Source: an optimization exercise on an open RTL-to-GDS flow (aim: small area, a short achievable clock period and few clock cycles per item). Production flows keep margins and buffers that such runs may drop. RTL that was checked went through simulation tests only; none was proved equivalent to the original. No functional check of the RTL was part of runs 3 to 6. Power is estimated from default activity; no workload was simulated.

$ cat flow/flow/run.sh
#!/bin/bash
# Standard ORFS layout (the standard.sh) with two changes:
# - the port buffers use sky130_fd_sc_hd__buf_1 instead of the cell buffer_ports
#   picks by default;
# - synthesis does not extract full/half adder cells (ADDER_MAP_FILE empty), so
#   ABC maps the prefix adders of the RTL itself.
set -euo pipefail
export BUFFER_PORTS_ARGS="-buffer_cell sky130_fd_sc_hd__buf_1"
export ADDER_MAP_FILE=
bash standard.sh > standard.log 2>&1
$ cat flow/standard.sh
#!/bin/bash
# synth_recipe.tcl (not shown) runs the flow's synth.tcl, then flattens the netlist and writes it again
# the make line also repeats each setting of config.mk as NAME=value (left out here)
make -C /OpenROAD-flow-scripts/flow DESIGN_CONFIG=/design/flow/config.mk WORK_HOME=/design/flow/orfs CLKGATE_MAP_FILE= SYNTH_SCRIPT=/design/flow/synth_recipe.tcl "${@:-finish}"
$ cat flow/design.v
module minha_fpu_add #(parameter int W = 8)
(
    input  logic [W-1:0] a,
    input  logic [W-1:0] b,
    input  logic         cin,
    output logic [W-1:0] s,
    output logic         cout
);
    localparam int TOP = (W > 16) ? 16 : (W > 8) ? 8 : (W > 4) ? 4 : (W > 2) ? 2 : 1;
    logic [W-1:0] p, g, gg, pp;
    always_comb begin
        p  = a ^ b;
        g  = a & b;
        gg = g;
        pp = p;
        gg[0] = g[0] | (p[0] & cin);
        for (int d = 1; d < W; d = d * 2)
            for (int i = 2 * d - 1; i < W; i += 2 * d) begin
                gg[i] = gg[i] | (pp[i] & gg[i-d]);
                pp[i] = pp[i] & pp[i-d];
            end
        for (int d = TOP; d >= 1; d = d / 2)
            for (int i = 3 * d - 1; i < W; i += 2 * d) begin
                gg[i] = gg[i] | (pp[i] & gg[i-d]);
                pp[i] = pp[i] & pp[i-d];
            end
        s    = p ^ {gg[W-2:0], cin};
        cout = gg[W-1];
    end
endmodule
module minha_fpu
(
    input logic clock_100KHz,
    input logic reset,
    input logic start,
    input logic [31:0] op_A_in,
    input logic [31:0] op_B_in,
    output logic [3:0] status_out,
    output logic [31:0] data_out,
    output logic done
);
    logic        sA, sB;
    logic [9:0]  eA, eB;
    logic [20:0] fA, fB;
    assign sA = op_A_in[31];
    assign sB = op_B_in[31];
    assign eA = op_A_in[30:21];
    assign eB = op_B_in[30:21];
    assign fA = op_A_in[20:0];
    assign fB = op_B_in[20:0];
    logic zA, zB, mA, mB, nan_res;
    assign zA = (op_A_in == 32'h0);
    assign zB = (op_B_in == 32'h0);
    assign mA = &eA;
    assign mB = &eB;
    assign nan_res = (mA && fA != 21'h0) || (mB && fB != 21'h0) || (mA && mB && (sA != sB));
    logic [9:0] dAB, dBA, d;
    logic       geE, leE, geM, unused0;
    minha_fpu_add #(10) u_dab (.a(eA), .b(~eB), .cin(1'b1), .s(dAB), .cout(geE));
    minha_fpu_add #(10) u_dba (.a(eB), .b(~eA), .cin(1'b1), .s(dBA), .cout(leE));
    logic [30:0] cmp_s;
    minha_fpu_add #(31) u_cmp (.a(op_A_in[30:0]), .b(~op_B_in[30:0]), .cin(1'b1), .s(cmp_s), .cout(geM));
    logic        swap, sX;
    logic [9:0]  eX;
    logic [20:0] fX, fY;
    assign swap = !geM;
    assign sX = swap ? sB : sA;
    assign fX = swap ? fB : fA;
    assign fY = swap ? fA : fB;
    assign eX = geE ? eA : eB;
    assign d  = geE ? dAB : dBA;
    logic        big, sub;
    logic [21:0] mY;
    logic [22:0] m;
    logic [9:0]  eX1;
    assign big = (d[9:5] != 5'd0) || (d[4:0] > 5'd22);
    assign mY  = {1'b1, fY} >> d[4:0];
    assign sub = sA ^ sB;
    minha_fpu_add #(23) u_add (.a({2'b01, fX}), .b({1'b0, mY} ^ {23{sub}}), .cin(sub), .s(m), .cout(unused0));
    assign eX1 = eX + 10'd1;
    logic        s_d, pass_d;
    logic [9:0]  e_d;
    logic [20:0] f_d;
    logic [1:0]  ps_d;
    always_comb begin
        pass_d = 1'b1;
        s_d = sX; e_d = eX; f_d = fX; ps_d = 2'd2;
        if (zA) begin
            s_d = sB; e_d = eB; f_d = fB; ps_d = 2'd0;
        end else if (zB) begin
            s_d = sA; e_d = eA; f_d = fA; ps_d = 2'd0;
        end else if (mA || mB) begin
            e_d = 10'h3FF;
            if (nan_res) begin
                s_d = 1'b0; f_d = 21'h1; ps_d = 2'd3;
            end else begin
                s_d = mA ? sA : sB; f_d = 21'h0; ps_d = 2'd1;
            end
        end else if (!big) begin
            pass_d = 1'b0; e_d = eX1;
        end
    end
    logic        s_q, pass_q;
    logic [9:0]  e_q;
    logic [22:0] m_q;
    logic [1:0]  ps_q;
    always_ff @(posedge clock_100KHz) begin
        if (start) begin
            s_q    <= s_d;
            pass_q <= pass_d;
            e_q    <= e_d;
            m_q    <= pass_d ? {1'b0, f_d[18:0], 1'b0, f_d[20:19]} : m;
            ps_q   <= ps_d;
        end
    end
    always_ff @(posedge clock_100KHz or negedge reset) begin
        if (!reset) done <= 1'b0;
        else if (start) done <= 1'b1;
    end
    logic [4:0]  z;
    logic [22:0] n5;
    always_comb begin
        logic [31:0] v;
        logic [4:0]  zz [32];
        logic [31:0] nv;
        logic [4:0]  nz [32];
        v = {m_q, 9'h1FF};
        for (int i = 0; i < 32; i++) zz[i] = 5'd0;
        for (int w = 1; w < 32; w = w * 2) begin
            nv = '0;
            for (int i = 0; i < 32; i++) nz[i] = 5'd0;
            for (int j = 0; j < 32 / (2 * w); j++) begin
                nv[j] = v[2*j+1] | v[2*j];
                nz[j] = v[2*j+1] ? zz[2*j+1] : (zz[2*j] | 5'(w));
            end
            v = nv;
            for (int i = 0; i < 32; i++) zz[i] = nz[i];
        end
        z = pass_q ? 5'd0 : zz[0];
        n5 = m_q << z;
    end
    logic [9:0] en;
    logic       uf, unused1;
    minha_fpu_add #(10) u_en (.a(e_q), .b(~{5'd0, z}), .cin(1'b1), .s(en), .cout(unused1));
    assign uf = !pass_q && (m_q == 23'h0 || (e_q[9:5] == 5'd0 && e_q[4:0] == z));
    assign data_out = uf ? 32'h0 : {s_q, en, (pass_q ? m_q[1:0] : 2'b01), n5[21:3]};
    always_comb begin
        if (pass_q)  status_out = 4'b0001 << ps_q;
        else if (uf) status_out = 4'b0100;
        else         status_out = n5[2] ? 4'b1000 : 4'b0001;
    end
endmodule
$ cat flow/constraint.sdc
create_clock -name core_clock -period 11.0 [get_ports {clock_100KHz}]
set_input_delay 2.2000 -clock core_clock [delete_from_list [all_inputs] [get_ports {clock_100KHz}]]
set_output_delay 2.2000 -clock core_clock [all_outputs]
set_load 0.01 [all_outputs]
$ cat flow/config.mk
export PLATFORM = sky130hd
export DESIGN_NAME = minha_fpu
export DESIGN_NICKNAME = minha_fpu
export VERILOG_FILES = /design/flow/design.v
export SDC_FILE = /design/flow/constraint.sdc
export NUM_CORES = 4
export LEC_CHECK = 0
export ABC_AREA = 1
export CAP_MARGIN = 20
export CORE_MARGIN = 2
export CORE_UTILIZATION = 40
export SETUP_SLACK_MARGIN = 5
export SLEW_MARGIN = 20
==> summary.txt, run 1 <==
Status
  • Status: no timing/DRC/antenna violations

Setup path
  • Worst Setup Path Type: in2reg
  • CP bufs+invs: 3
  • Reg-to-Reg End: done$_DFFE_PN0P_
  • Critical path's top delay family: simple AND/OR/NAND/NOR gates
  • Data required time of the worst path: 11.04 ns
  • Worst-path maximum fanout: 8
  • CP max stage cell: a211oi_2
  • CP max stage delay: 0.68 ns
  • Worst r2r src: done$_DFFE_PN0P_
  • Critical path endpoint category: flip-flop
  • FF-to-FF path depth: 1
  • WP data arrival: 5.99 ns
  • Critical path startpoint category: input port
  • Cell mode on critical path: nand2_2
  • Reg2reg setup slack: 10.23 ns

Job
  • # Max-Cap Violations: 0

Pwr
  • Flop pwr share: 16.5%
  • Maximum vdd drop: 0.06465 mV
  • Switching Share: 50.84%
  • P_int: 0.5934 mW
  • Pleak: 4.828 nW
  • Power share of the combinational group: 70.2%
  • Final Total Pwr: 1.207 mW
  • PwrDens: 119.1 nW/um2
  • Switching power: 0.6136 mW
  • Power share of the clock group: 13.3%

Clock network
  • Clock slew at reported path FFs: 0.05 ns
  • # clock sinks: 38
  • Worst-Skew Late Latency: 0.28 ns
  • CTS H-tree depth: 2
  • Number of CTS-inserted buffers: 5
  • CTS tree: built
  • CTS Root Cell: clkbuf_16
  • Maximum buffer depth of the clock tree: 2
  • Cts hold-fix bufs: 0

Synth
  • Largest family of logic cells by synthesized area: simple AND/OR/NAND/NOR gates
  • Mapped cell area: 7998 um2
  • Syn Area/Cell: 5.397 um2
  • Proportion of synthesized area in mux cells: 0.5006%
  • XOR/XNOR Fraction of Synth Area: 2.738%
  • Sequential area share after synthesis: 14.21%
  • Post-synth EDFFs: 37
  • Yosys reg bits: 38
  • Post-Synthesis Cells: 1482
  • Synthesis warning total: 6
  • Mapped Nets: 1549
  • Simple-gate share of the synthesized area: 49.28%
  • Compound-cell area share of the yosys netlist: 20.62%
  • Async SR Flop Fraction: 2.632%
  • Adder-Cell Fraction of Synth Area: 0%
  • Top_reg_cell synth: edfxtp_1
  • Synth unique cells: 54

Finish
  • Fin area: 10130 um2
  • Area taken by flip-flops and latches: 1136 um2
  • Share of post-route cells with drive strength above 1: 22.07%
  • Area of the multi-input gates: 6611 um2
  • FILL cells: 2062
  • N_diodes: 0
  • Area delta synth->final: 26.69%
  • Final #Nets: 1688

Routing
  • Antenna Nets Post-Route: 0
  • Via count: 10498
  • Post-DR wirelength/cell: 16.00 um
  • Vias per Instance: 5.563
  • DRC: 0
  • Drt pass-1 iters: 5
  • Routed WL: 30190 um
  • Initial DRC count: 893

Place
  • PortBufs: 103
  • DP Area: 8468 um2
  • RD Place Congestion: 0.9827
  • Dpl hpwl: 22000 um

STA
  • # setup viols final: 0
  • Final hold viol count: 0
  • Clk_skew: 0 ns
  • Max-slew violation count: 0
  • Fmax: 0.1681 GHz
  • RSZ-0062 raised after global routing: true
  • Relative max-transition margin: 41.36%
  • Tcrit/Tclk final: 54.09%
  • WHS: 0.4666 ns
  • Worst Max-Slew Pin Slew: 0.8796 ns
  • Min Tclk post-route: 5.950 ns
  • Setup TNS: 0 ns

Min path
  • WHS Endpoint: done$_DFFE_PN0P_
  • Hold_sp: done$_DFFE_PN0P_
  • Hold path cells: 1
  • Min-delay worst type: reg2reg

Floorplanning
  • Die W: 145.4 um
  • Die area: 21140 um2
  • Rows: 51
  • IO Pins: 104
  • Height of the die: 145.4 um
  • Initial Utilization: 40.96%
  • Core area: 19530 um2

Global route
  • Overflow after GRT: 0
  • GRT Overall Usage: 25.37%
  • Initial antenna violation count: 0
  • Pin count of the biggest net entering global routing: 41
  • First-pass GRT wire length: 44590 um
  • Vias in the first global route: 8730
## power by group through the flow
stage                     Sequential (mW)  Combinational, mW  Clock, mW
final                               0.200              0.847      0.160
after global routing                0.202              0.937      0.169
after CTS                           0.198              0.713      0.163
after detailed placement            0.201              0.681          0
after global placement              0.200              0.676          0
after floorplan                     0.195              0.536          0
## cells in the mapped netlist, drive strengths merged, types with 19 or more instances
library cell | count | area, um2
nand2 | 500 | 1967
inv | 185 | 694.4
nand3 | 183 | 965.9
o21ai | 145 | 755.7
nor2 | 127 | 526.8
a21oi | 60 | 304.0
edfxtp | 37 | 1111
clkbuf | 30 | 112.6
buf | 28 | 200.2
nand4 | 24 | 150.1
o211ai | 23 | 177.7
xor2 | 19 | 166.4
## what timing repair did
action / in CTS / in global routing
setup buffers: 13 / 52
gates resized for setup: 25 / 244
pin swaps: 8 / 65
gates cloned: 5 / 10
endpoints found under the setup margin: 66 / 50
## state kept, by name, indices dropped and copies added (netlist names)
register and count:
ps_q 2, pass_q 1, e_q 10, s_q 1
m_q 23, done 1
## final cells by class
class                   count  area share, %
clock inverters             1         0.2964
inverters                 186          7.446
well taps                 265          3.272
clock buffers               7          1.309
multi-input cells        1209          65.25
flip-flops and latches     38          11.21
repair inverters            5         0.3087
repair buffers            176          10.90
## worst max-delay path by stage
stage	slack [ns]	to	cells past startpoint	from
after detailed placement	3.77	m_q[15]$_DFFE_PP_	38	op_A_in[21]
after global placement	3.86	m_q[22]$_SDFFCE_PN0P_	38	op_A_in[21]
final	5.05	m_q[22]$_SDFFCE_PN0P_	30	op_B_in[29]
after global routing	4.79	m_q[22]$_SDFFCE_PN0P_	36	op_A_in[20]
after CTS	5.00	m_q[15]$_DFFE_PP_	34	op_B_in[22]
after floorplan	5.48	data_out[30]	23	m_q[21]$_DFFE_PP_
## cell families after synthesis
family	after synthesis
buf+inv	244
xor+xnor	25
flops	38
compound gates	284
mux	4
simple gates	887
## per-layer routing
layer  track usage (%)  share of wire [%]  wire length (um)  vias up
met5                 0                  0                 0        -
li1                  -                  -                 -     5219
met3             2.571                7.5              2252       92
met2             40.78                 45             13490      468
met4             7.843                4.3              1301        0
met1             35.89                 44             13140     4719
## layout by cell type, fill, tap and decap left out, types with 5 or more instances in the layout
master        n
nand2_1     428
inv_1       149
nand3_1     139
o21ai_0     128
nor2_1       93
buf_1        67
buf_4        67
nand2_2      62
a21oi_1      52
nand3_2      38
edfxtp_1     37
inv_2        27
clkbuf_2     25
nand4_1      24
nor2_2       23
o211ai_1     22
xor2_1       18
o22ai_1      18
nor4_1       16
a211oi_1     13
nor3_1       12
nor2_4       12
nand2_4      11
a21oi_2       7
o21ai_2       7
nand3_4       6
or2_2         6
o21ai_1       6
xnor2_1       6
nand2_8       6
clkbuf_16     6
buf_12        6
clkinvlp_4    5
a21o_1        5
o21ai_4       5
## through the flow
| stage | instances | utilization, % | setup slack [ns] |
|---|---|---|---|
| after global routing | 1887 | 51.89 | 4.785 |
| after detailed placement | 1799 | 43.37 | 3.773 |
| after floorplan | 1482 | - | 5.476 |
| after CTS | 1825 | 45.69 | 5.003 |
| final | 1887 | 51.89 | 5.050 |
| after global placement | 1799 | 43.37 | 3.861 |
Testbench counts, summed over its fixed seeds: cycles 24,000, items 24,000.
==> inputs of run 2 (changes only) <==
--- a/flow/config.mk
+++ b/flow/config.mk
@@ -9,5 +9,5 @@
 export CAP_MARGIN = 20
 export CORE_MARGIN = 2
 export CORE_UTILIZATION = 40
-export SETUP_SLACK_MARGIN = 5
+export SETUP_SLACK_MARGIN = 2
 export SLEW_MARGIN = 20
==> summary.txt, run 2 <==
Routing
  • Vias per Instance: 5.350 (was 5.563)
  • Drt pass-1 iters: 5 (unchanged)
  • Via count: 9668 (was 10498)
  • Antenna Nets Post-Route: 0 (unchanged)
  • DRC: 0 (unchanged)
  • Initial DRC count: 673 (was 893)
  • Routed WL: 26640 um (was 30190 um)
  • Post-DR wirelength/cell: 14.74 um (was 16.00 um)

Clock network
  • # clock sinks: 38 (unchanged)
  • Setup Buffers After CTS: 0 (was 13)
  • CTS Root Cell: clkbuf_16 (unchanged)
  • Worst-Skew Late Latency: 0.28 ns (about the same)
  • Clock slew at reported path FFs: 0.05 ns (about the same)
  • Number of CTS-inserted buffers: 5 (unchanged)
  • CTS H-tree depth: 2 (unchanged)
  • Maximum buffer depth of the clock tree: 2 (unchanged)
  • Cts repair resizes: 0 (was 25)
  • CTS tree: built (unchanged)
  • Cts hold-fix bufs: 0 (unchanged)

Global route
  • Pin count of the biggest net entering global routing: 67 (was 41)
  • Overflow after GRT: 0 (unchanged)
  • First-pass GRT wire length: 42980 um (was 44590 um)
  • GRT Overall Usage: 24.33% (was 25.37%)
  • Initial antenna violation count: 0 (unchanged)
  • Vias in the first global route: 8494 (was 8730)

STA
  • Max-slew violation count: 0 (unchanged)
  • Relative max-transition margin: 39.80% (was 41.36%)
  • Min Tclk post-route: 6.965 ns (was 5.950 ns)
  • Final hold viol count: 0 (unchanged)
  • # setup viols final: 0 (unchanged)
  • RSZ-0062 raised after global routing: false (was true)
  • Fmax: 0.1436 GHz (was 0.1681 GHz)
  • Worst Max-Slew Pin Slew: 0.9028 ns (was 0.8796 ns)
  • Clk_skew: 0 ns (unchanged)
  • Tcrit/Tclk final: 63.32% (was 54.09%)
  • Setup TNS: 0 ns (unchanged)
  • Setup WS post-layout: 4.035 ns (was 5.050 ns)

Synth
  • Post-synth top area cell: nand2_1 (unchanged)
  • Ranking of synthesized cells by area: nand2_1, edfxtp_1, nand3_1 (unchanged)
  • Top_reg_cell synth: edfxtp_1 (unchanged)
  • Async SR Flop Fraction: 2.632% (unchanged)
  • Post-Synthesis Cells: 1482 (unchanged)
  • Mapped cell area: 7998 um2 (unchanged)
  • Mapped Nets: 1549 (unchanged)
  • Synthesis warning total: 6 (unchanged)
  • Top-area cell type share of the netlist area: 22.25% (unchanged)
  • Synth unique cells: 54 (unchanged)
  • Most numerous cell in the Yosys netlist: nand2_1 (unchanged)
  • Top cells by count, synth: nand2_1, nand3_1, inv_1 (unchanged)
  • Sequential area share after synthesis: 14.21% (unchanged)
  • Syn Area/Cell: 5.397 um2 (unchanged)
  • Post-synth EDFFs: 37 (unchanged)
  • Yosys reg bits: 38 (unchanged)

Floorplanning
  • IO Pins: 104 (unchanged)
  • Rows: 51 (unchanged)
  • Die W: 145.4 um (unchanged)
  • Die area: 21140 um2 (unchanged)
  • Initial Utilization: 40.96% (unchanged)
  • Core area: 19530 um2 (unchanged)
  • Height of the die: 145.4 um (unchanged)

Finish
  • Leading registers by flop count: m_q: 23 flops, e_q: 10 flops, ps_q: 2 flops (unchanged)
  • Area delta synth->final: 7.979% (was 26.69%)
  • Final core utilization: 44.23% (was 51.89%)
  • N_diodes: 0 (unchanged)
  • FILL cells: 2228 (was 2062)
  • Max reg flops: 23 (unchanged)
  • Fin area: 8636 um2 (was 10130 um2)
  • Most common library cell in the layout ignoring fill and taps: nand2_1 (unchanged)
  • Share of post-route cells with drive strength above 1: 6.615% (was 22.07%)
  • Most flops, register: m_q (unchanged)
  • Most frequent cells in the layout: nand2_1, nand3_1, inv_1 (was nand2_1, inv_1, nand3_1)
  • Final #Nets: 1608 (was 1688)

Setup path
  • Critical path's top delay family: simple AND/OR/NAND/NOR gates (unchanged)
  • Critical path startpoint category: flip-flop (was input port)
  • Critical path endpoint category: primary output (was flip-flop)
  • Worst-path maximum fanout: 26 (was 8)
  • Data required time of the worst path: 8.80 ns (was 11.04 ns)
  • WP data arrival: 4.76 ns (was 5.99 ns)
  • CP max stage delay: 0.66 ns (was 0.68 ns)
  • CP max stage cell: a31oi_2 (was a211oi_2)
  • Worst Setup Path Type: reg2out (was in2reg)
  • CP bufs+invs: 6 (was 3)

Pwr
  • Final Total Pwr: 1.047 mW (was 1.207 mW)
  • PwrDens: 121.2 nW/um2 (was 119.1 nW/um2)
  • Pleak: 4.202 nW (was 4.828 nW)
  • Maximum vdd drop: 0.06279 mV (was 0.06465 mV)

Place
  • Dpl hpwl: 22000 um (unchanged)
  • PortBufs: 103 (unchanged)
  • Pre-CTS setup slack: 3.773 ns (unchanged)
  • DP Area: 8468 um2 (unchanged)
  • RD Place Congestion: 0.9827 (unchanged)

Status
  • Status: no timing/DRC/antenna violations (unchanged)

Min path
  • Min-delay worst type: reg2reg (unchanged)

Job
  • # Max-Cap Violations: 0 (unchanged)
[run 2: routing by layer]
metal,track usage [%],routed length (um),vias to the layer above
met4,6.324,552,0
met1,35.72,13020,4304
met5,0,0,-
met2,38.82,11670,302
li1,-,-,5029
met3,1.505,1404,33
[run 2: path summary, 6_finish.rpt]
check / to / cells past startpoint / slack (ns) / from
worst min-delay path: done$_DFFE_PN0P_ / 1 / 0.47 / done$_DFFE_PN0P_
worst max-delay path: data_out[30] / 25 / 4.04 / m_q[21]$_DFFE_PP_
worst max register to register: done$_DFFE_PN0P_ / 1 / 10.23 / done$_DFFE_PN0P_
max in group asynchronous: done$_DFFE_PN0P_ / 1 / 9.22 / reset
worst min register to register: done$_DFFE_PN0P_ / 1 / 0.47 / done$_DFFE_PN0P_
min in group asynchronous: done$_DFFE_PN0P_ / 1 / 1.68 / reset
[run 2: kinds of logic after synthesis]
kind of cell,count (synthesis),share of synthesized area [%]
buffers and inverters,244,12.66
AOI/OAI and AO/OA,284,20.62
DFF,38,14.21
muxes,4,0.5006
xor gates and xnor gates,25,2.738
and+or+nand+nor,887,49.28
[run 2: layout make-up]
class                           instances  area (um2)  share of cell area (%)
Tap cell                              265       331.6                   3.839
Timing Repair Buffer                  110       440.4                   5.100
Clock buffer                            7       132.6                   1.536
Multi-Input combinational cell       1200        5866                   67.92
Sequential cell                        38        1136                   13.16
Inverter                              186       699.4                   8.099
Clock inverter                          1       30.03                  0.3477
[run 2: power breakdown]
part	switching, mW	internal, mW
logic	0.471	0.219
registers	0.0136	0.184
clock network	0.0521	0.107
total	0.536	0.510
[run 2: metrics by stage]
step,hold slack (ns),std cells
finish,0.4664,1807
global route,0.5036,1807
CTS,0.4728,1807
detailed placement,0.4606,1799
global placement,0.4537,1799
floorplan,0.5121,1482
==> inputs of run 3 (changes only) <==
--- a/flow/design.v
+++ b/flow/design.v
@@ -62,44 +62,36 @@
     minha_fpu_add #(31) u_cmp (.a(op_A_in[30:0]), .b(~op_B_in[30:0]), .cin(1'b1), .s(cmp_s), .cout(geM));
     logic        swap, sX;
     logic [9:0]  eX;
-    logic [20:0] fX, fY;
+    logic [20:0] fY;
     assign swap = !geM;
     assign sX = swap ? sB : sA;
-    assign fX = swap ? fB : fA;
     assign fY = swap ? fA : fB;
     assign eX = geE ? eA : eB;
     assign d  = geE ? dAB : dBA;
-    logic        big, sub;
-    logic [21:0] mY;
+    logic        spec, big, pass_d, kill, selB, sub;
+    logic [20:0] fXp;
+    logic [21:0] mY, mYp;
     logic [22:0] m;
-    logic [9:0]  eX1;
-    assign big = (d[9:5] != 5'd0) || (d[4:0] > 5'd22);
-    assign mY  = {1'b1, fY} >> d[4:0];
-    assign sub = sA ^ sB;
-    minha_fpu_add #(23) u_add (.a({2'b01, fX}), .b({1'b0, mY} ^ {23{sub}}), .cin(sub), .s(m), .cout(unused0));
-    assign eX1 = eX + 10'd1;
-    logic        s_d, pass_d;
-    logic [9:0]  e_d;
-    logic [20:0] f_d;
-    logic [1:0]  ps_d;
+    assign spec   = !zA && !zB && (mA || mB);
+    assign big    = (d[9:5] != 5'd0) || (d[4:0] > 5'd22);
+    assign pass_d = zA || zB || mA || mB || big;
+    assign kill   = zA || zB || mA || mB || (d[9:5] != 5'd0);
+    assign selB   = zA || (!zB && swap);
+    assign fXp    = spec ? {20'h0, nan_res} : (selB ? fB : fA);
+    assign mY     = {1'b1, fY} >> d[4:0];
+    assign mYp    = kill ? 22'h0 : mY;
+    assign sub    = sA ^ sB;
+    minha_fpu_add #(23) u_add (.a({2'b01, fXp}), .b({1'b0, mYp} ^ {23{sub}}), .cin(sub), .s(m), .cout(unused0));
+    logic [9:0] e_raw, e_d;
+    logic       s_d;
+    logic [1:0] ps_d;
     always_comb begin
-        pass_d = 1'b1;
-        s_d = sX; e_d = eX; f_d = fX; ps_d = 2'd2;
-        if (zA) begin
-            s_d = sB; e_d = eB; f_d = fB; ps_d = 2'd0;
-        end else if (zB) begin
-            s_d = sA; e_d = eA; f_d = fA; ps_d = 2'd0;
-        end else if (mA || mB) begin
-            e_d = 10'h3FF;
-            if (nan_res) begin
-                s_d = 1'b0; f_d = 21'h1; ps_d = 2'd3;
-            end else begin
-                s_d = mA ? sA : sB; f_d = 21'h0; ps_d = 2'd1;
-            end
-        end else if (!big) begin
-            pass_d = 1'b0; e_d = eX1;
-        end
+        if (zA)        begin e_raw = eB;     s_d = sB;  ps_d = 2'd0; end
+        else if (zB)   begin e_raw = eA;     s_d = sA;  ps_d = 2'd0; end
+        else if (spec) begin e_raw = 10'h3FF; s_d = nan_res ? 1'b0 : (mA ? sA : sB); ps_d = nan_res ? 2'd3 : 2'd1; end
+        else           begin e_raw = eX;     s_d = sX;  ps_d = 2'd2; end
     end
+    assign e_d = e_raw + {8'd0, pass_d, 1'b1};
     logic        s_q, pass_q;
     logic [9:0]  e_q;
     logic [22:0] m_q;
@@ -109,7 +101,7 @@
             s_q    <= s_d;
             pass_q <= pass_d;
             e_q    <= e_d;
-            m_q    <= pass_d ? {1'b0, f_d[18:0], 1'b0, f_d[20:19]} : m;
+            m_q    <= m;
             ps_q   <= ps_d;
         end
     end
@@ -136,14 +128,14 @@
             v = nv;
             for (int i = 0; i < 32; i++) zz[i] = nz[i];
         end
-        z = pass_q ? 5'd0 : zz[0];
+        z = pass_q ? 5'd3 : zz[0];
         n5 = m_q << z;
     end
     logic [9:0] en;
     logic       uf, unused1;
     minha_fpu_add #(10) u_en (.a(e_q), .b(~{5'd0, z}), .cin(1'b1), .s(en), .cout(unused1));
     assign uf = !pass_q && (m_q == 23'h0 || (e_q[9:5] == 5'd0 && e_q[4:0] == z));
-    assign data_out = uf ? 32'h0 : {s_q, en, (pass_q ? m_q[1:0] : 2'b01), n5[21:3]};
+    assign data_out = uf ? 32'h0 : {s_q, en, (pass_q ? m_q[20:19] : 2'b01), n5[21:3]};
     always_comb begin
         if (pass_q)  status_out = 4'b0001 << ps_q;
         else if (uf) status_out = 4'b0100;
==> summary.txt, run 3 <==
Status
  • Status: no timing/DRC/antenna violations (unchanged)

STA
  • Setup TNS: 0 ns (unchanged)
  • Tcrit/Tclk final: 72.69% (was 63.32%)
  • Setup WS post-layout: 3.005 ns (was 4.035 ns)
  • RSZ-0062 raised after global routing: false (unchanged)
  • Relative max-transition margin: 34.15% (was 39.80%)
  • Min Tclk post-route: 7.995 ns (was 6.965 ns)
  • WHS: 0.4779 ns (was 0.4664 ns)
  • Clk_skew: 0 ns (unchanged)
  • Max-slew violation count: 0 (unchanged)
  • Final hold viol count: 0 (unchanged)
  • Fmax: 0.1251 GHz (was 0.1436 GHz)
  • Worst Max-Slew Pin Slew: 0.9841 ns (was 0.9028 ns)
  • # setup viols final: 0 (unchanged)

Routing
  • Routed WL: 24670 um (was 26640 um)
  • Vias per Instance: 5.356 (was 5.350)
  • Antenna Nets Post-Route: 0 (unchanged)
  • Post-DR wirelength/cell: 14.76 um (was 14.74 um)
  • Via count: 8956 (was 9668)
  • DRC: 0 (unchanged)
  • Drt pass-1 iters: 6 (was 5)
  • Initial DRC count: 642 (was 673)

Floorplanning
  • Die W: 140.2 um (was 145.4 um)
  • Initial Utilization: 41.04% (was 40.96%)
  • IO Pins: 104 (unchanged)
  • Core area: 18090 um2 (was 19530 um2)
  • Rows: 49 (was 51)
  • Height of the die: 140.2 um (was 145.4 um)
  • Die area: 19660 um2 (was 21140 um2)

Synth
  • Top cells by count, synth: nand2_1, nand3_1, inv_1 (unchanged)
  • Simple-gate share of the synthesized area: 50.00% (was 49.28%)
  • Mapped Nets: 1444 (was 1549)
  • Synth unique cells: 61 (was 54)
  • Post-Synthesis Cells: 1377 (was 1482)
  • Most numerous cell in the Yosys netlist: nand2_1 (unchanged)
  • Syn Area/Cell: 5.390 um2 (was 5.397 um2)
  • Mapped cell area: 7422 um2 (was 7998 um2)
  • Yosys reg bits: 38 (unchanged)
  • Proportion of synthesized area in mux cells: 0.8429% (was 0.5006%)
  • XOR/XNOR Fraction of Synth Area: 6.086% (was 2.738%)
  • Largest family of logic cells by synthesized area: simple AND/OR/NAND/NOR gates (unchanged)
  • Top-area cell type share of the netlist area: 22.71% (was 22.25%)
  • Ranking of synthesized cells by area: nand2_1, edfxtp_1, nand3_1 (unchanged)
  • Post-synth top area cell: nand2_1 (unchanged)
  • Adder-Cell Fraction of Synth Area: 0% (unchanged)
  • Sequential area share after synthesis: 15.31% (was 14.21%)
  • Top_reg_cell synth: edfxtp_1 (unchanged)
  • Post-synth EDFFs: 37 (unchanged)
  • Async SR Flop Fraction: 2.632% (unchanged)
  • Synthesis warning total: 6 (unchanged)
  • Compound-cell area share of the yosys netlist: 15.71% (was 20.62%)

Clock network
  • Worst-Skew Late Latency: 0.28 ns (about the same)
  • # clock sinks: 38 (unchanged)
  • Clock slew at reported path FFs: 0.06 ns (was 0.05 ns)
  • Cts hold-fix bufs: 0 (unchanged)
  • Maximum buffer depth of the clock tree: 2 (unchanged)
  • CTS Root Cell: clkbuf_16 (unchanged)
  • Setup Buffers After CTS: 0 (unchanged)
  • CTS H-tree depth: 2 (unchanged)
  • Cts repair resizes: 0 (unchanged)
  • Number of CTS-inserted buffers: 5 (unchanged)
  • CTS tree: built (unchanged)

Place
  • DP Area: 7913 um2 (was 8468 um2)
  • Dpl hpwl: 20230 um (was 22000 um)
  • PortBufs: 103 (unchanged)
  • Pre-CTS setup slack: 3.323 ns (was 3.773 ns)
  • RD Place Congestion: 0.9307 (was 0.9827)

Pwr
  • Maximum vdd drop: 0.08355 mV (was 0.06279 mV)
  • PwrDens: 142.9 nW/um2 (was 121.2 nW/um2)
  • Pleak: 4.044 nW (was 4.202 nW)

Finish
  • Most flops, register: m_q (unchanged)
  • Share of post-route cells with drive strength above 1: 5.336% (was 6.615%)
  • Area delta synth->final: 9.221% (was 7.979%)
  • Final #Nets: 1509 (was 1608)
  • Fin area: 8107 um2 (was 8636 um2)
  • Leading registers by flop count: m_q: 23 flops, e_q: 10 flops, ps_q: 2 flops (unchanged)
  • Max reg flops: 23 (unchanged)
  • Final core utilization: 44.82% (was 44.23%)
  • Most common library cell in the layout ignoring fill and taps: nand2_1 (unchanged)
  • N_diodes: 0 (unchanged)
  • Most frequent cells in the layout: nand2_1, nand3_1, inv_1 (unchanged)

Setup path
  • WP data arrival: 8.04 ns (was 4.76 ns)
  • Worst-path maximum fanout: 40 (was 26)
  • Worst Setup Path Type: in2reg (was reg2out)
  • Critical path endpoint category: flip-flop (was primary output)
  • CP max stage cell: clkinv_1 (was a31oi_2)
  • Data required time of the worst path: 11.04 ns (was 8.80 ns)
  • CP max stage delay: 0.78 ns (was 0.66 ns)
  • Critical path startpoint category: input port (was flip-flop)
  • Cell mode on critical path: nand2_1

Job
  • # Max-Cap Violations: 0 (unchanged)

Global route
  • Overflow after GRT: 0 (unchanged)
  • First-pass GRT wire length: 40390 um (was 42980 um)
  • Vias in the first global route: 8260 (was 8494)
  • Initial antenna violation count: 0 (unchanged)
  • GRT Overall Usage: 25.00% (was 24.33%)
  • Pin count of the biggest net entering global routing: 41 (was 67)

Min path
  • Min-delay worst type: reg2reg (unchanged)
==> run 3: worst paths after layout <==
path | start | to | slack [ns] | cells after the start
worst min-delay path | done$_DFFE_PN0P_ | done$_DFFE_PN0P_ | 0.48 | 1
worst max register to register | done$_DFFE_PN0P_ | done$_DFFE_PN0P_ | 10.22 | 1
max in group asynchronous | reset | done$_DFFE_PN0P_ | 9.23 | 1
worst max-delay path | op_B_in[21] | m_q[22]$_DFFE_PP_ | 3.00 | 33
min in group asynchronous | reset | done$_DFFE_PN0P_ | 1.67 | 1
worst min register to register | done$_DFFE_PN0P_ | done$_DFFE_PN0P_ | 0.48 | 1
==> run 3: per-stage QoR <==
| step | cells | power, mW |
|---|---|---|
| global route | 1672 | 1.273 |
| detailed placement | 1664 | 0.9651 |
| floorplan | 1377 | 0.7714 |
| CTS | 1672 | 1.154 |
| global placement | 1664 | 0.9621 |
| finish | 1672 | 1.158 |
==> run 3: final cells by class <==
type                            instances  area (um2)
Sequential cell                        38        1136
Clock buffer                            5       125.1
Timing Repair Buffer                  105       402.9
Tap cell                              229       286.5
Multi-Input combinational cell       1110        5399
Clock inverter                          3       68.82
Inverter                              182       688.2
Fill cell                            1997        9980
==> run 3: cell families after synthesis <==
logic type	count (synthesis)
xor gates and xnor gates	50
muxes	6
AOI/OAI and AO/OA	201
DFF	38
and+or+nand+nor	853
buffers and inverters	229
==> run 3: critical path: cells and delay by family <==
family          cells  cell delay, ns
compound gates      1            0.75
buf+inv             5            1.08
simple gates       26            3.63
xor+xnor            1            0.39
==> run 3: per-layer routing <==
| metal | vias to the layer above | share of wire (%) | wire length (um) | global-route usage (%) |
|---|---|---|---|---|
| li1 | 4635 | - | - | - |
| met1 | 3979 | 44 | 10880 | 31.68 |
| met2 | 280 | 46 | 11450 | 43.24 |
| met3 | 62 | 5.1 | 1253 | 2.154 |
| met4 | 0 | 4.4 | 1094 | 11.38 |
| met5 | - | 0 | 0 | 0 |
==> run 3: report_power, final <==
part	leakage, nW	switching, mW	total [mW]	internal [mW]
registers	0.371	0.0289	0.236	0.207
logic	3.58	0.502	0.737	0.235
clock network	0.0940	0.0552	0.185	0.130
total	4.04	0.586	1.16	0.572
==> inputs of run 4 (changes only) <==
--- a/flow/config.mk
+++ b/flow/config.mk
@@ -9,5 +9,5 @@
 export CAP_MARGIN = 20
 export CORE_MARGIN = 2
 export CORE_UTILIZATION = 40
-export SETUP_SLACK_MARGIN = 2
+export SETUP_SLACK_MARGIN = 4.5
 export SLEW_MARGIN = 20
==> summary.txt, run 4 <==
Floorplanning
  • Initial Utilization: 41.04% (unchanged)
  • Rows: 49 (unchanged)
  • IO Pins: 104 (unchanged)
  • Height of the die: 140.2 um (unchanged)
  • Core area: 18090 um2 (unchanged)
  • Die W: 140.2 um (unchanged)
  • Die area: 19660 um2 (unchanged)

Synth
  • Largest family of logic cells by synthesized area: simple AND/OR/NAND/NOR gates (unchanged)
  • Sequential area share after synthesis: 15.31% (unchanged)
  • Top-area cell type share of the netlist area: 22.71% (unchanged)
  • Compound-cell area share of the yosys netlist: 15.71% (unchanged)
  • Yosys reg bits: 38 (unchanged)
  • Top_reg_cell synth: edfxtp_1 (unchanged)
  • Mapped Nets: 1444 (unchanged)
  • Top cells by count, synth: nand2_1, nand3_1, inv_1 (unchanged)
  • Adder-Cell Fraction of Synth Area: 0% (unchanged)
  • Post-Synthesis Cells: 1377 (unchanged)
  • Post-synth EDFFs: 37 (unchanged)
  • Proportion of synthesized area in mux cells: 0.8429% (unchanged)
  • Synth unique cells: 61 (unchanged)
  • Simple-gate share of the synthesized area: 50.00% (unchanged)
  • Post-synth top area cell: nand2_1 (unchanged)
  • Ranking of synthesized cells by area: nand2_1, edfxtp_1, nand3_1 (unchanged)
  • Most numerous cell in the Yosys netlist: nand2_1 (unchanged)
  • Mapped cell area: 7422 um2 (unchanged)
  • Syn Area/Cell: 5.390 um2 (unchanged)
  • Async SR Flop Fraction: 2.632% (unchanged)
  • Synthesis warning total: 6 (unchanged)
  • XOR/XNOR Fraction of Synth Area: 6.086% (unchanged)

Global route
  • GRT Overall Usage: 25.91% (was 25.00%)
  • Overflow after GRT: 0 (unchanged)
  • Initial antenna violation count: 0 (unchanged)
  • Vias in the first global route: 8467 (was 8260)
  • Pin count of the biggest net entering global routing: 39 (was 41)
  • First-pass GRT wire length: 41710 um (was 40390 um)

Setup path
  • Worst-path maximum fanout: 14 (was 40)
  • Data required time of the worst path: 11.04 ns (about the same)
  • Critical path startpoint category: input port (unchanged)
  • Worst Setup Path Type: in2reg (unchanged)
  • Critical path endpoint category: flip-flop (unchanged)
  • CP max stage delay: 0.32 ns (was 0.78 ns)
  • Reg2reg setup slack: 10.22 ns (about the same)
  • Cell mode on critical path: nand2_1 (unchanged)
  • WP data arrival: 6.32 ns (was 8.04 ns)
  • CP max stage cell: or2_2 (was clkinv_1)

Finish
  • Leading registers by flop count: m_q: 23 flops, e_q: 10 flops, ps_q: 2 flops (unchanged)
  • Share of post-route cells with drive strength above 1: 11.80% (was 5.336%)
  • Final #Nets: 1557 (was 1509)
  • Most frequent cells in the layout: nand2_1, nand3_1, inv_1 (unchanged)
  • Most common library cell in the layout ignoring fill and taps: nand2_1 (unchanged)
  • Max reg flops: 23 (unchanged)
  • Final core utilization: 48.45% (was 44.82%)
  • Most flops, register: m_q (unchanged)
  • N_diodes: 0 (unchanged)
  • Area delta synth->final: 18.07% (was 9.221%)
  • FILL cells: 1965 (was 1997)

Clock network
  • CTS Root Cell: clkbuf_16 (unchanged)
  • CTS tree: built (unchanged)
  • Maximum buffer depth of the clock tree: 2 (unchanged)
  • Clock slew at reported path FFs: 0.06 ns (about the same)
  • Cts hold-fix bufs: 0 (unchanged)
  • Number of CTS-inserted buffers: 5 (unchanged)
  • CTS H-tree depth: 2 (unchanged)
  • # clock sinks: 38 (unchanged)
  • Worst-Skew Late Latency: 0.28 ns (about the same)

STA
  • Setup TNS: 0 ns (unchanged)
  • Worst Max-Slew Pin Slew: 0.9177 ns (was 0.9841 ns)
  • # setup viols final: 0 (unchanged)
  • Min Tclk post-route: 6.282 ns (was 7.995 ns)
  • Tcrit/Tclk final: 57.10% (was 72.69%)
  • Clk_skew: 0 ns (unchanged)
  • Relative max-transition margin: 38.82% (was 34.15%)
  • Fmax: 0.1592 GHz (was 0.1251 GHz)
  • RSZ-0062 raised after global routing: true (was false)
  • Max-slew violation count: 0 (unchanged)
  • Final hold viol count: 0 (unchanged)

Routing
  • Initial DRC count: 796 (was 642)
  • DRC: 0 (unchanged)
  • Via count: 9464 (was 8956)
  • Drt pass-1 iters: 6 (unchanged)
  • Antenna Nets Post-Route: 0 (unchanged)
  • Vias per Instance: 5.502 (was 5.356)
  • Post-DR wirelength/cell: 15.66 um (was 14.76 um)
  • Routed WL: 26930 um (was 24670 um)

Pwr
  • Pleak: 4.290 nW (was 4.044 nW)
  • Maximum vdd drop: 0.08251 mV (was 0.08355 mV)
  • PwrDens: 140.8 nW/um2 (was 142.9 nW/um2)

Job
  • # Max-Cap Violations: 0 (unchanged)

Place
  • RD Place Congestion: 0.9307 (unchanged)
  • PortBufs: 103 (unchanged)
  • Dpl hpwl: 20230 um (unchanged)

Status
  • Status: no timing/DRC/antenna violations (unchanged)

Min path
  • Min-delay worst type: reg2reg (unchanged)
==> run 4: cell count changes in the layout (fill, tap and decap cells not counted), moves of 7 or more <==
cell        delta
nand2_1        -7
clkbuf_2      +13
nor2_2        +11
buf_4         +33
clkinvlp_4    +12
buf_1         -13
nor2_1        -13
==> run 4: power by group <==
part           internal (mW)  switching (mW)
Clock                  0.130          0.0552
Combinational          0.266           0.543
Sequential             0.207          0.0320
==> run 4: timing repair <==
item                                    4_1_cts  5_1_grt
setup buffers                                 3       30
endpoints found under the setup margin       54       42
gates cloned                                  6        9
pin swaps                                     4       13
resized for setup                            20       66
==> run 4: cell families (layout without fill, tap and decap cells) <==
family                    after synthesis  in the layout
AOI/OAI and AO/OA                     201            201
muxes                                   6              6
xor gates and xnor gates               50             50
DFF                                    38             38
and+or+nand+nor                       853            860
buffers and inverters                 229            336
==> run 4: layout make-up <==
| class | count | area, um2 | share of cell area (%) |
|---|---|---|---|
| Multi-Input combinational cell | 1117 | 5699 | 65.03 |
| Timing Repair Buffer | 138 | 666.9 | 7.610 |
| Clock buffer | 5 | 125.1 | 1.428 |
| Tap cell | 229 | 286.5 | 3.270 |
| Clock inverter | 3 | 68.82 | 0.7853 |
| Timing Repair inverter | 8 | 50.05 | 0.5711 |
| Sequential cell | 38 | 1136 | 12.96 |
| Inverter | 182 | 730.7 | 8.338 |
==> run 4: worst max-delay path: cells and delay by family <==
kind,cells,cell delay (ns)
buffers and inverters,5,0.58
AO/OA/AOI/OAI,5,0.72
AND/OR/NAND/NOR,20,2.63
XOR/XNOR,1,0.20
==> run 4: worst paths after layout <==
kind,startpoint,to,cells after the start
max,op_A_in[26],m_q[22]$_DFFE_PP_,31
min,done$_DFFE_PN0P_,done$_DFFE_PN0P_,1
max reg2reg,done$_DFFE_PN0P_,done$_DFFE_PN0P_,1
min reg2reg,done$_DFFE_PN0P_,done$_DFFE_PN0P_,1
max in group asynchronous,reset,done$_DFFE_PN0P_,1
min in group asynchronous,reset,done$_DFFE_PN0P_,1
==> run 4: metal layers <==
| metal | vias to the layer above | GRT usage (%) | part of all wire [%] |
|---|---|---|---|
| met1 | 4265 | 32.73 | 43 |
| met2 | 381 | 44.43 | 47 |
| li1 | 4744 | - | - |
| met3 | 74 | 2.359 | 6.0 |
| met4 | 0 | 12.65 | 4.6 |
| met5 | - | 0 | 0 |
==> run 4: per-stage QoR <==
stage | hold WS [ns] | instances | setup WS, ns | cell area [um2] | power [mW]
finish | 0.4784 | 1720 | 4.718 | 8763 | 1.234
global route | 0.4954 | 1720 | 4.424 | 8763 | 1.344
CTS | 0.4786 | 1681 | 4.496 | 8234 | 1.170
detailed placement | 0.4635 | 1664 | 3.323 | 7913 | 0.9651
global placement | 0.4503 | 1664 | 3.487 | 7913 | 0.9621
floorplan | 0.5121 | 1377 | 5.275 | 7422 | 0.7714
==> inputs of run 5 (changes only) <==
--- a/flow/config.mk
+++ b/flow/config.mk
@@ -9,5 +9,5 @@
 export CAP_MARGIN = 20
 export CORE_MARGIN = 2
 export CORE_UTILIZATION = 40
-export SETUP_SLACK_MARGIN = 4.5
+export SETUP_SLACK_MARGIN = 5
 export SLEW_MARGIN = 20
==> summary.txt, run 5 <==
Status
  • Status: no timing/DRC/antenna violations (unchanged)

Routing
  • Initial DRC count: 1097 (was 796)
  • Routed WL: 29840 um (was 26930 um)
  • Vias per Instance: 5.619 (was 5.502)
  • Via count: 10092 (was 9464)
  • DRC: 0 (unchanged)
  • Antenna Nets Post-Route: 0 (unchanged)
  • Post-DR wirelength/cell: 16.62 um (was 15.66 um)
  • Drt pass-1 iters: 8 (was 6)

Floorplanning
  • Core area: 18090 um2 (unchanged)
  • Height of the die: 140.2 um (unchanged)
  • Rows: 49 (unchanged)
  • Die area: 19660 um2 (unchanged)
  • Die W: 140.2 um (unchanged)
  • IO Pins: 104 (unchanged)
  • Initial Utilization: 41.04% (unchanged)

Setup path
  • Data required time of the worst path: 8.80 ns (was 11.04 ns)
  • FF-to-FF path depth: 1 (unchanged)
  • Worst r2r src: done$_DFFE_PN0P_ (unchanged)
  • Cell mode on critical path: nand2_2 (was nand2_1)
  • CP max stage delay: 0.40 ns (was 0.32 ns)
  • Worst Setup Path Type: reg2out (was in2reg)
  • Reg2reg setup slack: 10.22 ns (about the same)
  • Critical path startpoint category: flip-flop (was input port)
  • WP data arrival: 3.94 ns (was 6.32 ns)
  • Reg-to-Reg End: done$_DFFE_PN0P_ (unchanged)
  • Critical path endpoint category: primary output (was flip-flop)
  • CP max stage cell: edfxtp_1 (was or2_2)
  • CP bufs+invs: 6 (was 5)
  • Critical path's top delay family: simple AND/OR/NAND/NOR gates (unchanged)
  • Worst-path maximum fanout: 3 (was 14)

Pwr
  • P_int: 0.6784 mW (was 0.6037 mW)
  • Power share of the combinational group: 69.2% (was 65.6%)
  • Pleak: 4.984 nW (was 4.290 nW)
  • Final Total Pwr: 1.380 mW (was 1.234 mW)
  • Switching Share: 50.84% (was 51.07%)
  • Power share of the clock group: 13.5% (was 15.0%)
  • Switching power: 0.7015 mW (was 0.6300 mW)
  • Flop pwr share: 17.3% (was 19.4%)
  • Maximum vdd drop: 0.08572 mV (was 0.08251 mV)
  • PwrDens: 133.3 nW/um2 (was 140.8 nW/um2)

Min path
  • Min-delay worst type: reg2reg (unchanged)
  • Hold_sp: done$_DFFE_PN0P_ (unchanged)
  • Hold path cells: 1 (unchanged)
  • WHS Endpoint: done$_DFFE_PN0P_ (unchanged)

Finish
  • N_diodes: 0 (unchanged)
  • FILL cells: 1758 (was 1965)
  • Area delta synth->final: 39.45% (was 18.07%)
  • Max reg flops: 23 (unchanged)
  • Most common library cell in the layout ignoring fill and taps: nand2_1 (unchanged)
  • Final core utilization: 57.23% (was 48.45%)
  • Final cell count without fillers: 1796 (was 1720)
  • Share of post-route cells with drive strength above 1: 29.04% (was 11.80%)
  • Most flops, register: m_q (unchanged)
  • Fin area: 10350 um2 (was 8763 um2)
  • Most frequent cells in the layout: nand2_1, nand3_1, inv_1 (unchanged)
  • Leading registers by flop count: m_q: 23 flops, e_q: 10 flops, ps_q: 2 flops (unchanged)
  • Final #Nets: 1633 (was 1557)

Synth
  • Synthesis warning total: 6 (unchanged)
  • Most numerous cell in the Yosys netlist: nand2_1 (unchanged)
  • Async SR Flop Fraction: 2.632% (unchanged)
  • Mapped cell area: 7422 um2 (unchanged)
  • Top_reg_cell synth: edfxtp_1 (unchanged)
  • Ranking of synthesized cells by area: nand2_1, edfxtp_1, nand3_1 (unchanged)
  • Mapped Nets: 1444 (unchanged)
  • Sequential area share after synthesis: 15.31% (unchanged)
  • Post-Synthesis Cells: 1377 (unchanged)
  • Post-synth top area cell: nand2_1 (unchanged)
  • Top-area cell type share of the netlist area: 22.71% (unchanged)
  • Yosys reg bits: 38 (unchanged)
  • Syn Area/Cell: 5.390 um2 (unchanged)
  • Synth unique cells: 61 (unchanged)
  • Post-synth EDFFs: 37 (unchanged)
  • Top cells by count, synth: nand2_1, nand3_1, inv_1 (unchanged)

Place
  • PortBufs: 103 (unchanged)
  • Dpl hpwl: 20230 um (unchanged)
  • Placed cells: 1664 (unchanged)
  • Pre-CTS setup slack: 3.323 ns (unchanged)
  • RD Place Congestion: 0.9307 (unchanged)
  • DP Area: 7913 um2 (unchanged)

Global route
  • Vias in the first global route: 8834 (was 8467)
  • Overflow after GRT: 0 (unchanged)
  • GRT Overall Usage: 27.24% (was 25.91%)
  • Initial antenna violation count: 0 (unchanged)
  • First-pass GRT wire length: 43680 um (was 41710 um)
  • Pin count of the biggest net entering global routing: 39 (unchanged)

STA
  • Clk_skew: 0 ns (unchanged)
  • Max-slew violation count: 0 (unchanged)
  • Tcrit/Tclk final: 55.81% (was 57.10%)
  • Final hold viol count: 0 (unchanged)
  • Relative max-transition margin: 34.35% (was 38.82%)
  • # setup viols final: 0 (unchanged)
  • Setup WS post-layout: 4.861 ns (was 4.718 ns)
  • RSZ-0062 raised after global routing: true (unchanged)
  • Min Tclk post-route: 6.139 ns (was 6.282 ns)
  • WHS: 0.4781 ns (was 0.4784 ns)
  • Fmax: 0.1629 GHz (was 0.1592 GHz)
  • Worst Max-Slew Pin Slew: 0.9725 ns (was 0.9177 ns)
  • Setup TNS: 0 ns (unchanged)

Clock network
  • Cts hold-fix bufs: 0 (unchanged)
  • Clock slew at reported path FFs: 0.06 ns (about the same)
  • Maximum buffer depth of the clock tree: 2 (unchanged)
  • Number of CTS-inserted buffers: 5 (unchanged)
  • Worst-Skew Late Latency: 0.28 ns (about the same)
  • CTS tree: built (unchanged)
  • CTS Root Cell: clkbuf_16 (unchanged)
  • CTS H-tree depth: 2 (unchanged)
  • # clock sinks: 38 (unchanged)

Job
  • # Max-Cap Violations: 0 (unchanged)
run 5: per-layer routing:
layer	vias to the layer above	global-route usage [%]	routed length, um
met5	-	0	0
met2	535	46.78	13940
met4	0	14.14	1977
met1	4527	33.90	11720
li1	4898	-	-
met3	132	2.667	2212
run 5: worst max path at each step:
stage | end | cells after the start | startpoint
final | data_out[30] | 28 | m_q[14]$_DFFE_PP_
after global routing | data_out[30] | 28 | m_q[14]$_DFFE_PP_
after global placement | m_q[22]$_DFFE_PP_ | 33 | op_B_in[21]
after CTS | m_q[22]$_DFFE_PP_ | 32 | op_B_in[21]
after detailed placement | m_q[22]$_DFFE_PP_ | 33 | op_B_in[21]
after floorplan | data_out[30] | 26 | m_q[20]$_DFFE_PP_
run 5: final cells by class:
type / count / area [um2] / share of cell area [%]
timing repair buffer: 209 / 1409 / 13.61
clock inverter: 3 / 68.82 / 0.6649
tap: 229 / 286.5 / 2.768
sequential: 38 / 1136 / 10.98
clock buffer: 5 / 125.1 / 1.209
multi-input combinational: 1118 / 6486 / 62.67
inverter: 182 / 757.0 / 7.314
timing repair inverter: 12 / 81.33 / 0.7858
run 5: logic make-up (layout without fill, tap and decap cells):
family / after synthesis / after routing / share of synthesized area (%)
buffers and inverters: 229 / 411 / 12.05
multiplexers: 6 / 6 / 0.8429
XOR/XNOR: 50 / 50 / 6.086
AO/OA/AOI/OAI: 201 / 201 / 15.71
flip-flops: 38 / 38 / 15.31
AND/OR/NAND/NOR: 853 / 861 / 50.00
run 5: timing repair:
action / in CTS / in global routing
setup buffers: 37 / 66
gates cloned: 14 / 7
setup endpoints to repair: 64 / 56
gates resized for setup: 76 / 331
pin swaps: 17 / 106
run 5: power groups by stage:
stage	combinational, mW	clock [mW]	sequential [mW]
after floorplan	0.544	0	0.227
after global placement	0.724	0	0.238
after detailed placement	0.727	0	0.238
after CTS	0.802	0.189	0.236
after global routing	1.05	0.197	0.243
final	0.955	0.187	0.239
==> inputs of run 6 (changes only) <==
--- a/flow/config.mk
+++ b/flow/config.mk
@@ -9,5 +9,5 @@
 export CAP_MARGIN = 20
 export CORE_MARGIN = 2
 export CORE_UTILIZATION = 40
-export SETUP_SLACK_MARGIN = 5
+export SETUP_SLACK_MARGIN = 4
 export SLEW_MARGIN = 20
==> summary.txt, run 6 <==
Status
  • Status: no timing/DRC/antenna violations (unchanged)

Synth
  • Async SR Flop Fraction: 2.632% (unchanged)
  • Post-synth top area cell: nand2_1 (unchanged)
  • Most numerous cell in the Yosys netlist: nand2_1 (unchanged)
  • Yosys reg bits: 38 (unchanged)
  • Mapped Nets: 1444 (unchanged)
  • Post-synth EDFFs: 37 (unchanged)
  • Syn Area/Cell: 5.390 um2 (unchanged)
  • Post-Synthesis Cells: 1377 (unchanged)
  • Synth unique cells: 61 (unchanged)
  • Top_reg_cell synth: edfxtp_1 (unchanged)
  • Top-area cell type share of the netlist area: 22.71% (unchanged)
  • Mapped cell area: 7422 um2 (unchanged)
  • Sequential area share after synthesis: 15.31% (unchanged)
  • Ranking of synthesized cells by area: nand2_1, edfxtp_1, nand3_1 (unchanged)
  • Synthesis warning total: 6 (unchanged)
  • Top cells by count, synth: nand2_1, nand3_1, inv_1 (unchanged)

Routing
  • DR WL met2: 11870 um (was 13940 um)
  • Drt pass-1 iters: 6 (was 8)
  • Antenna Nets Post-Route: 0 (unchanged)
  • Initial DRC count: 781 (was 1097)
  • Vias per Instance: 5.420 (was 5.619)
  • Met3 wire len: 1549 um (was 2212 um)
  • Via count: 9197 (was 10092)
  • Post-DR wirelength/cell: 15.20 um (was 16.62 um)
  • Max Used Layer: met4 (unchanged)
  • Routed WL: 25790 um (was 29840 um)
  • DRC: 0 (unchanged)
  • WL met1: 11020 um (was 11720 um)

Place
  • RD Place Congestion: 0.9307 (unchanged)
  • Dpl hpwl: 20230 um (unchanged)
  • PortBufs: 103 (unchanged)
  • DP Area: 7913 um2 (unchanged)

Min path
  • Hold path cells: 1 (unchanged)
  • Hold_sp: done$_DFFE_PN0P_ (unchanged)
  • Min-delay worst type: reg2reg (unchanged)
  • WHS Endpoint: done$_DFFE_PN0P_ (unchanged)

Floorplanning
  • IO Pins: 104 (unchanged)
  • Core area: 18090 um2 (unchanged)
  • Height of the die: 140.2 um (unchanged)
  • Initial Utilization: 41.04% (unchanged)
  • Die area: 19660 um2 (unchanged)
  • Die W: 140.2 um (unchanged)
  • Rows: 49 (unchanged)

Setup path
  • Reg2reg setup slack: 10.22 ns (about the same)
  • Critical path's top delay family: simple AND/OR/NAND/NOR gates (unchanged)
  • Data required time of the worst path: 11.05 ns (was 8.80 ns)
  • WP data arrival: 6.72 ns (was 3.94 ns)
  • Reg-to-Reg End: done$_DFFE_PN0P_ (unchanged)
  • CP max stage cell: clkinv_1 (was edfxtp_1)
  • Critical path endpoint category: flip-flop (was primary output)
  • FF-to-FF path depth: 1 (unchanged)
  • Critical path startpoint category: input port (was flip-flop)
  • Worst r2r src: done$_DFFE_PN0P_ (unchanged)
  • Worst-path maximum fanout: 17 (was 3)
  • CP max stage delay: 0.64 ns (was 0.40 ns)
  • Cell mode on critical path: nand2_1 (was nand2_2)
  • Worst Setup Path Type: in2reg (was reg2out)
  • CP bufs+invs: 4 (was 6)

Clock network
  • CTS H-tree depth: 2 (unchanged)
  • # clock sinks: 38 (unchanged)
  • Worst-Skew Late Latency: 0.28 ns (about the same)
  • Clock slew at reported path FFs: 0.06 ns (about the same)
  • CTS tree: built (unchanged)
  • CTS Root Cell: clkbuf_16 (unchanged)
  • Maximum buffer depth of the clock tree: 2 (unchanged)
  • Cts hold-fix bufs: 0 (unchanged)
  • Number of CTS-inserted buffers: 5 (unchanged)

Finish
  • Final #Nets: 1534 (was 1633)
  • Most common library cell in the layout ignoring fill and taps: nand2_1 (unchanged)
  • Most frequent cells in the layout: nand2_1, nand3_1, inv_1 (unchanged)
  • Max reg flops: 23 (unchanged)
  • Share of post-route cells with drive strength above 1: 7.766% (was 29.04%)
  • Fin area: 8358 um2 (was 10350 um2)
  • Most flops, register: m_q (unchanged)
  • Leading registers by flop count: m_q: 23 flops, e_q: 10 flops, ps_q: 2 flops (unchanged)
  • Area delta synth->final: 12.61% (was 39.45%)
  • FILL cells: 1970 (was 1758)
  • N_diodes: 0 (unchanged)

STA
  • Setup TNS: 0 ns (unchanged)
  • Relative max-transition margin: 39.06% (was 34.35%)
  • Clk_skew: 0 ns (unchanged)
  • # setup viols final: 0 (unchanged)
  • Tcrit/Tclk final: 60.64% (was 55.81%)
  • Min Tclk post-route: 6.671 ns (was 6.139 ns)
  • Max-slew violation count: 0 (unchanged)
  • Worst Max-Slew Pin Slew: 0.9141 ns (was 0.9725 ns)
  • Final hold viol count: 0 (unchanged)
  • RSZ-0062 raised after global routing: false (was true)
  • Fmax: 0.1499 GHz (was 0.1629 GHz)

Global route
  • GRT Overall Usage: 25.55% (was 27.24%)
  • First-pass GRT wire length: 41220 um (was 43680 um)
  • Pin count of the biggest net entering global routing: 39 (unchanged)
  • Vias in the first global route: 8364 (was 8834)
  • Overflow after GRT: 0 (unchanged)
  • Initial antenna violation count: 0 (unchanged)

Pwr
  • PwrDens: 143.3 nW/um2 (was 133.3 nW/um2)
  • Maximum vdd drop: 0.08475 mV (was 0.08572 mV)
  • Pleak: 4.120 nW (was 4.984 nW)

Job
  • # Max-Cap Violations: 0 (unchanged)
[run 6: cell types whose count changed in the layout (fill, tap and decap cells not counted), moves of 15 or more]
cell      change
nand2_1      +63
nor2_4       -19
nand3_2      -35
nand3_1      +37
inv_1        +24
buf_4        -80
nor2_1       +32
clkbuf_2     -27
buf_1        +48
inv_2        -15
nand2_2      -46
[run 6: metal layers]
layer / track usage, % / vias up
met5: 0 / -
li1: - / 4693
met2: 43.86 / 351
met3: 2.256 / 82
met4: 12.07 / 0
met1: 32.46 / 4071
[run 6: worst max path at each step]
stage                       from                 to  cells past startpoint
5_1_grt        m_q[19]$_DFFE_PP_       data_out[30]                     28
2_1_floorplan  m_q[20]$_DFFE_PP_       data_out[30]                     26
6_report             op_A_in[19]  m_q[22]$_DFFE_PP_                     25
4_1_cts              op_B_in[21]  m_q[22]$_DFFE_PP_                     37
3_3_place_gp         op_B_in[21]  m_q[22]$_DFFE_PP_                     33
3_5_place_dp         op_B_in[21]  m_q[22]$_DFFE_PP_                     33
[run 6: stage by stage]
step / total power, mW / setup slack (ns) / utilization [%] / std cells / hold slack (ns)
after floorplan: 0.7714 / 5.275 / - / 1377 / 0.5121
after global placement: 0.9621 / 3.487 / 43.75 / 1664 / 0.4503
after detailed placement: 0.9651 / 3.323 / 43.75 / 1664 / 0.4635
after CTS: 1.158 / 4.014 / 45.03 / 1675 / 0.4786
after global routing: 1.311 / 3.990 / 46.21 / 1697 / 0.4954
final: 1.198 / 4.329 / 46.21 / 1697 / 0.4781
[run 6: cells by family after synthesis]
logic type / count (synthesis) / share of synthesized area (%)
compound gates: 201 / 15.71
xor+xnor: 50 / 6.086
buf+inv: 229 / 12.05
flops: 38 / 15.31
mux: 6 / 0.8429
simple gates: 853 / 50.00
[run 6: what timing repair did]
item	in CTS	in global routing
gates cloned	3	6
pin swaps	2	5
endpoints found under the setup margin	19	45
gates resized for setup	8	18
buffers inserted	0	16
[run 6: cell type report]
type | instances | area, um2 | share of cell area [%]
Clock inverter | 3 | 68.82 | 0.8234
Timing Repair inverter | 6 | 37.54 | 0.4491
Sequential cell | 38 | 1136 | 13.59
Inverter | 182 | 709.4 | 8.488
Clock buffer | 5 | 125.1 | 1.497
Multi-Input combinational cell | 1113 | 5472 | 65.46
Tap cell | 229 | 286.5 | 3.428
Timing Repair Buffer | 121 | 523.0 | 6.257
[run 6: power by group]
part | switching [mW] | internal [mW] | leakage, nW
clock network | 0.0559 | 0.130 | 0.0940
registers | 0.0290 | 0.207 | 0.371
logic | 0.522 | 0.254 | 3.65
total | 0.607 | 0.591 | 4.12

-- what the ideal ports hide --
Ports are ideal in the flow. The routed layouts listed here were re-timed in OpenROAD. Step 1 sets driving cells, clkbuf_16 on the clock port and buf_2 on the other inputs (assumed; they add their load-dependent delay and slew). Step 2 times the ports against the registers' clock, not the clock port: input delays grow and output delays shrink by t, the midpoint of the rising clock arrivals with the driver on. Slacks: ideal ports / drivers / drivers and shift; pairs: ideal ports / drivers.
run	shift t [ns]	setup slack, ns	hold slack, ns	pins driven straight from the clock port
run 1	0.315	5.050 / 5.041 / 4.748	0.467 / 0.467 / 0.467	1
run 2	0.315	4.035 / 3.999 / 3.887	0.466 / 0.466 / 0.466	1
run 3	0.311	3.005 / 3.009 / 2.698	0.478 / 0.478 / 0.478	1
run 4	0.308	4.718 / 4.728 / 4.419	0.478 / 0.478 / 0.478	1
run 5	0.314	4.861 / 4.826 / 4.675	0.478 / 0.478 / 0.478	1
run 6	0.311	4.329 / 4.341 / 4.030	0.478 / 0.478 / 0.478	1
After both steps setup and hold are still met in every run listed. For run 3, which loses most, drivers alone change the setup slack by +0.004 ns; drivers and shift together by -0.307 ns.
